What follows belongs to an exercise in optimizing a design on an open flow for small area, a short achievable clock period and few clock cycles; a production flow would make more cautious choices.
Where RTL was checked, it was by simulation tests only, not by an equivalence proof against the original.

v6:
==> flow/design.v <==
module divider (
    input div_clk, reset,
    input div,
    input div_signed,
    input [31:0] x, y,
    input use_mod,
    output [31:0] div_result,
    output div_ok
);
    localparam IDLE = 2'd0, NORM = 2'd1, ITER = 2'd2, DONE = 2'd3;
    reg  [1:0]  state;
    reg         done;
    reg  [32:0] V;       
    reg  [32:0] D;       
    reg  [31:0] A;       
    reg         xneg, qneg, mod, sub;
    assign div_ok     = done;
    assign div_result = A;
    wire        sx = div_signed & x[31];
    wire        sy = div_signed & y[31];
    wire [31:0] xu = sx ? {~x[30:0], 1'b1} : x;
    wire [31:0] yu = sy ? {~y[31:1], 1'b1} : y;      
    wire [5:0]  xz_in, yz_in;
    wire        xall0, yall0;
    lzc32 lzx (.a(xu), .z(xz_in), .all0(xall0));
    lzc32 lzy (.a(yu), .z(yz_in), .all0(yall0));
    reg  [5:0]  ncx, cy;   
    wire [6:0]  dd = {1'b0, cy} + {1'b1, ncx} + 7'd1;   
    wire        trivial = dd[6] | cy[5];      
    wire [32:0] s1  = dd[0] ? {D[31:0],   sub}        : D;
    wire [32:0] s2  = dd[1] ? {s1[30:0],  {2{sub}}}   : s1;
    wire [32:0] s3  = dd[2] ? {s2[28:0],  {4{sub}}}   : s2;
    wire [32:0] s4  = dd[3] ? {s3[24:0],  {8{sub}}}   : s3;
    wire [32:0] Dsh = dd[4] ? {s4[16:0],  {16{sub}}}  : s4;
    wire        fast;
    msb_less lt (.a(xu), .b(yu), .lt(fast));
    wire [33:0] Tc = {V, 1'b1} + {D, sub};
    wire [32:0] T = Tc[33:1];
    wire [32:0] zs = (V ^ D) ^ {(V[31:0] | D[31:0]), 1'b0};
    wire        Z  = sub ? (V == ~D) : ~|zs;
    wire        acc = xneg ? (T[32] | Z) : ~T[32];
    always @(posedge div_clk) begin
        if (reset) begin
            state <= IDLE;
            done  <= 1'b0;
        end else begin
            case (state)
                IDLE: if (div) begin
                          if (fast) begin
                              state <= DONE;
                              done  <= 1'b1;
                          end else
                              state <= NORM;
                      end
                NORM: if (trivial) begin
                          state <= DONE;
                          done  <= 1'b1;
                      end else
                          state <= ITER;
                ITER: if (cy[4:0] == 5'd0) begin
                          state <= DONE;
                          done  <= 1'b1;
                      end
                DONE: begin
                          state <= IDLE;
                          done  <= 1'b0;
                      end
            endcase
        end
    end
    always @(posedge div_clk) begin
        xneg <= div_signed & x[31];
        sub  <= ~(div_signed & (x[31] ^ y[31]));
        mod  <= use_mod;
        ncx  <= ~xz_in;
        case (state)
            IDLE: begin
                V    <= {div_signed & x[31], x};
                D    <= {div_signed & y[31], y} ^ {33{~(div_signed & (x[31] ^ y[31]))}};
                qneg <= div_signed & (x[31] ^ y[31]);
                cy   <= yz_in;
                A    <= use_mod ? x : 32'd0;
            end
            NORM: begin
                if (qneg & acc) V <= T;
                qneg <= qneg & acc;
                if (mod) begin
                    if (qneg & acc) A <= T[31:0];
                end else
                    A <= {32{qneg & acc}};
                D   <= Dsh;
                cy  <= {1'b0, dd[4:0]};
            end
            default: begin
                if (acc) V <= T;
                if (mod) begin
                    if (acc) A <= T[31:0];
                end else
                    A <= {A[30:0], acc ^ qneg};
                D   <= {D[32], D[32:1]};
                cy  <= cy - 6'd1;
            end
        endcase
    end
endmodule
module lzc32 (
    input  [31:0] a,
    output [5:0]  z,
    output        all0
);
    wire [15:0] v1; wire [15:0] c1;           
    wire [7:0]  v2; wire [15:0] c2;           
    wire [3:0]  v3; wire [11:0] c3;           
    wire [1:0]  v4; wire [7:0]  c4;           
    genvar i;
    generate
        for (i = 0; i < 16; i = i + 1) begin : g1
            assign v1[i] = a[2*i+1] | a[2*i];
            assign c1[i] = ~a[2*i+1];
        end
        for (i = 0; i < 8; i = i + 1) begin : g2
            assign v2[i] = v1[2*i+1] | v1[2*i];
            assign c2[2*i+1:2*i] = v1[2*i+1] ? {1'b0, c1[2*i+1]} : {1'b1, c1[2*i]};
        end
        for (i = 0; i < 4; i = i + 1) begin : g3
            assign v3[i] = v2[2*i+1] | v2[2*i];
            assign c3[3*i+2:3*i] = v2[2*i+1] ? {1'b0, c2[4*i+3:4*i+2]} : {1'b1, c2[4*i+1:4*i]};
        end
        for (i = 0; i < 2; i = i + 1) begin : g4
            assign v4[i] = v3[2*i+1] | v3[2*i];
            assign c4[4*i+3:4*i] = v3[2*i+1] ? {1'b0, c3[6*i+5:6*i+3]} : {1'b1, c3[6*i+2:6*i]};
        end
    endgenerate
    assign all0 = ~(v4[1] | v4[0]);
    assign z = all0 ? 6'd32 : (v4[1] ? {2'b00, c4[7:4]} : {2'b01, c4[3:0]});
endmodule
module msb_less (
    input  [31:0] a, b,
    output        lt
);
    wire [15:0] a1, b1, l1;
    wire [7:0]  a2, b2, l2;
    wire [3:0]  a3, b3, l3;
    wire [1:0]  a4, b4, l4;
    genvar i;
    generate
        for (i = 0; i < 16; i = i + 1) begin : g1
            assign a1[i] = a[2*i+1] | a[2*i];
            assign b1[i] = b[2*i+1] | b[2*i];
            assign l1[i] = (a[2*i+1] | b[2*i+1]) ? ~a[2*i+1] : (b[2*i] & ~a[2*i]);
        end
        for (i = 0; i < 8; i = i + 1) begin : g2
            assign a2[i] = a1[2*i+1] | a1[2*i];
            assign b2[i] = b1[2*i+1] | b1[2*i];
            assign l2[i] = (a1[2*i+1] | b1[2*i+1]) ? l1[2*i+1] : l1[2*i];
        end
        for (i = 0; i < 4; i = i + 1) begin : g3
            assign a3[i] = a2[2*i+1] | a2[2*i];
            assign b3[i] = b2[2*i+1] | b2[2*i];
            assign l3[i] = (a2[2*i+1] | b2[2*i+1]) ? l2[2*i+1] : l2[2*i];
        end
        for (i = 0; i < 2; i = i + 1) begin : g4
            assign a4[i] = a3[2*i+1] | a3[2*i];
            assign b4[i] = b3[2*i+1] | b3[2*i];
            assign l4[i] = (a3[2*i+1] | b3[2*i+1]) ? l3[2*i+1] : l3[2*i];
        end
    endgenerate
    assign lt = (a4[1] | b4[1]) ? l4[1] : l4[0];
endmodule
export LEC_CHECK = 0
export ABC_AREA = 1
export CAP_MARGIN = 20
export CORE_MARGIN = 2
export CORE_UTILIZATION = 40
export SETUP_SLACK_MARGIN = 4.5
export SLEW_MARGIN = 20
create_clock -name core_clock -period 8.0 [get_ports {div_clk}]
standard.sh (not shown) runs the stock make flow with config.mk's settings and CLKGATE_MAP_FILE= SYNTH_SCRIPT=/design/flow/synth_recipe.tcl, a recipe that flattens the netlist after the stock synthesis.
==> flow/flow/run.sh <==
#!/bin/bash
# The standard layout, with the ports buffered by buf_4 cells instead of
# the delay cells buffer_ports picks by default. Each step's output goes to a
# log of its own.
set -euo pipefail
bash standard.sh synth > synth.log 2>&1
bash standard.sh 'BUFFER_PORTS_ARGS=-buffer_cell sky130_fd_sc_hd__buf_4' finish > layout.log 2>&1
> inputs changed (v6 -> v7)
--- a/flow/design.v
+++ b/flow/design.v
@@ -34,11 +34,12 @@
     wire [32:0] Dsh = dd[4] ? {s4[16:0],  {16{sub}}}  : s4;
     wire        fast;
     msb_less lt (.a(xu), .b(yu), .lt(fast));
-    wire [33:0] Tc = {V, 1'b1} + {D, sub};
-    wire [32:0] T = Tc[33:1];
+    wire [33:0] Tc = {1'b0, V[31:0], 1'b1} + {1'b0, D[31:0], sub};
+    wire        c32 = Tc[33];
+    wire [32:0] T = {V[32] ^ D[32] ^ c32, Tc[32:1]};
     wire [32:0] zs = (V ^ D) ^ {(V[31:0] | D[31:0]), 1'b0};
     wire        Z  = sub ? (V == ~D) : ~|zs;
-    wire        acc = xneg ? (T[32] | Z) : ~T[32];
+    wire        acc = xneg ? ((V[32] ^ c32) | Z) : c32;
     always @(posedge div_clk) begin
         if (reset) begin
             state <= IDLE;
Notes after the runs:
- A critical path endpoint of D[23] is what v7 shows, while A[16] belongs to v6.
- Max freq v6 -> v7: degraded
- Going from v6 to v7, cell area after layout now sits lower, sequential share of layout area now sits higher, via-per-instance ratio now sits lower, starting utilization of the core area now sits higher, global-route usage over all layers now sits lower.
Testbench counts of v7, summed over its fixed seeds: cycles 30,551.
The RTL of v6 was laid out without a check of its function.

---

Another version of the RTL of divider (not shown whole).
For scale: ~100 I/O pins.
==> module divider, before the edit <==
module divider (
    input div_clk, reset,
    input div,
    input div_signed,
    input [31:0] x, y,
    input use_mod,
    output [31:0] div_result,
    output div_ok
);
    localparam IDLE = 2'd0, NORM = 2'd1, ITER = 2'd2, DONE = 2'd3;
    reg  [1:0]  state;
    reg         done;
    reg  [32:0] V;       
    reg  [32:0] D;       
    reg  [31:0] A;       
    reg         xneg, qneg, mod, sub;
    assign div_ok     = done;
    assign div_result = mod ? V[31:0] : A;
    wire        sx = div_signed & x[31];
    wire        sy = div_signed & y[31];
    wire [31:0] xu = sx ? {~x[30:0], 1'b1} : x;
    wire [31:0] yu = sy ? {~y[31:1], 1'b1} : y;      
    wire [5:0]  xz_in, yz_in;
    wire        xall0, yall0;
    lzc32 lzx (.a(xu), .z(xz_in), .all0(xall0));
    lzc32 lzy (.a(yu), .z(yz_in), .all0(yall0));
    reg  [5:0]  ncx, cy;   
    wire [6:0]  dd = {1'b0, cy} + {1'b1, ncx} + 7'd1;   
    wire        trivial = dd[6] | cy[5];      
    wire [32:0] s1  = dd[0] ? {D[31:0],   sub}        : D;
    wire [32:0] s2  = dd[1] ? {s1[30:0],  {2{sub}}}   : s1;
    wire [32:0] s3  = dd[2] ? {s2[28:0],  {4{sub}}}   : s2;
    wire [32:0] s4  = dd[3] ? {s3[24:0],  {8{sub}}}   : s3;
    wire [32:0] Dsh = dd[4] ? {s4[16:0],  {16{sub}}}  : s4;
    wire        fast;
    msb_less lt (.a(xu), .b(yu), .lt(fast));
    wire [33:0] Tc = {V, 1'b1} + {D, sub};
    wire [32:0] T = Tc[33:1];
    wire [32:0] zs = (V ^ D) ^ {(V[31:0] | D[31:0]), 1'b0};
    wire        Z  = sub ? (V == ~D) : ~|zs;
    wire        acc = xneg ? (T[32] | Z) : ~T[32];
    always @(posedge div_clk) begin
        if (reset) begin
            state <= IDLE;
            done  <= 1'b0;
        end else begin
            case (state)
                IDLE: if (div) begin
                          if (fast) begin
                              state <= DONE;
                              done  <= 1'b1;
                          end else
                              state <= NORM;
                      end
                NORM: if (trivial) begin
                          state <= DONE;
                          done  <= 1'b1;
                      end else
                          state <= ITER;
                ITER: if (cy[4:0] == 5'd0) begin
                          state <= DONE;
                          done  <= 1'b1;
                      end
                DONE: begin
                          state <= IDLE;
                          done  <= 1'b0;
                      end
            endcase
        end
    end
    always @(posedge div_clk) begin
        case (state)
            IDLE: begin
                V    <= {div_signed & x[31], x};
                D    <= {div_signed & y[31], y} ^ {33{~(div_signed & (x[31] ^ y[31]))}};
                xneg <= div_signed & x[31];
                qneg <= div_signed & (x[31] ^ y[31]);
                sub  <= ~(div_signed & (x[31] ^ y[31]));
                mod  <= use_mod;
                ncx  <= ~xz_in;
                cy   <= yz_in;
                A    <= 32'd0;
            end
            NORM: begin
                if (qneg & acc) V <= T;
                qneg <= qneg & acc;
                A    <= {32{qneg & acc}};
                D   <= Dsh;
                cy  <= {1'b0, dd[4:0]};
            end
            ITER: begin
                if (acc) V <= T;
                D <= {D[32], D[32:1]};
                A <= {A[30:0], acc ^ qneg};
                cy  <= cy - 6'd1;
            end
            default: ;
        endcase
    end
endmodule
clock: 8.0 ns
lec_check: 0
abc_area: 1
cap_margin: 20
core_margin: 2
core_utilization: 40
setup_slack_margin: 4.5
slew_margin: 20
Scripts as last shown in full above: flow/flow/run.sh
The baseline went through all stages and came out clean.
Testbench counts at the start, summed over its fixed seeds: cycles 30,551.
Then changed:
--- a/flow/design.v
+++ b/flow/design.v
@@ -13,11 +13,11 @@
     reg  [32:0] V;       
     reg  [32:0] D;       
     reg  [31:0] A;       
     reg         xneg, qneg, mod, sub;
     assign div_ok     = done;
-    assign div_result = mod ? V[31:0] : A;
+    assign div_result = A;
     wire        sx = div_signed & x[31];
     wire        sy = div_signed & y[31];
     wire [31:0] xu = sx ? {~x[30:0], 1'b1} : x;
     wire [31:0] yu = sy ? {~y[31:1], 1'b1} : y;      
     wire [5:0]  xz_in, yz_in;
@@ -77,23 +77,29 @@
                 qneg <= div_signed & (x[31] ^ y[31]);
                 sub  <= ~(div_signed & (x[31] ^ y[31]));
                 mod  <= use_mod;
                 ncx  <= ~xz_in;
                 cy   <= yz_in;
-                A    <= 32'd0;
+                A    <= use_mod ? x : 32'd0;
             end
             NORM: begin
                 if (qneg & acc) V <= T;
                 qneg <= qneg & acc;
-                A    <= {32{qneg & acc}};
+                if (mod) begin
+                    if (qneg & acc) A <= T[31:0];
+                end else
+                    A <= {32{qneg & acc}};
                 D   <= Dsh;
                 cy  <= {1'b0, dd[4:0]};
             end
             ITER: begin
                 if (acc) V <= T;
                 D <= {D[32], D[32:1]};
-                A <= {A[30:0], acc ^ qneg};
+                if (mod) begin
+                    if (acc) A <= T[31:0];
+                end else
+                    A <= {A[30:0], acc ^ qneg};
                 cy  <= cy - 6'd1;
             end
             default: ;
         endcase
     end
Outcome: The new run completed without violations; wire length rose by about 9%; global-route usage went up by 2.2 points; die area rose by about 1%; cell area grows by 4.2%; non-clock buffer count rose by 40; cell count climbs by about 2%; area after synthesis climbs by about 1%.
Function not checked in the second run of this note: the RTL went through the layout flow alone.

==> port drivers added, routing unchanged <==
How much do the figures lean on ideal ports? The routed layouts below were timed once more, with nothing changed but the port constraints.
Step 1 (the two cells are an assumption about what drives the block):
set clk [get_ports {div_clk}]
set_driving_cell -lib_cell sky130_fd_sc_hd__clkbuf_16 $clk
set_driving_cell -lib_cell sky130_fd_sc_hd__buf_2 [delete_from_list [all_inputs] $clk]
Step 2 times the ports against the registers' clock, not the clock port: input delays grow and output delays shrink by t, the midpoint of the rising clock arrivals with the driver on.
Slacks: ideal ports / drivers / drivers and shift; pairs: ideal ports / drivers.
run | shift t [ns] | setup WS [ns] | slew at the worst register clock pin (ns)
v6 | 0.491 | 4.669 / 4.669 / 4.237 | 0.08 / 0.08
v7 | 0.476 | 4.595 / 4.595 / 4.174 | 0.06 / 0.06
the first run of note 2 | 0.482 | 4.590 / 4.591 / 4.109 | 0.07 / 0.07
the second run of note 2 | 0.495 | 4.571 / 4.571 / 4.142 | 0.07 / 0.07
After both steps setup and hold are still met in every run listed. For the first run of note 2, which loses most, drivers alone change the setup slack by +0.001 ns; drivers and shift together by -0.481 ns.
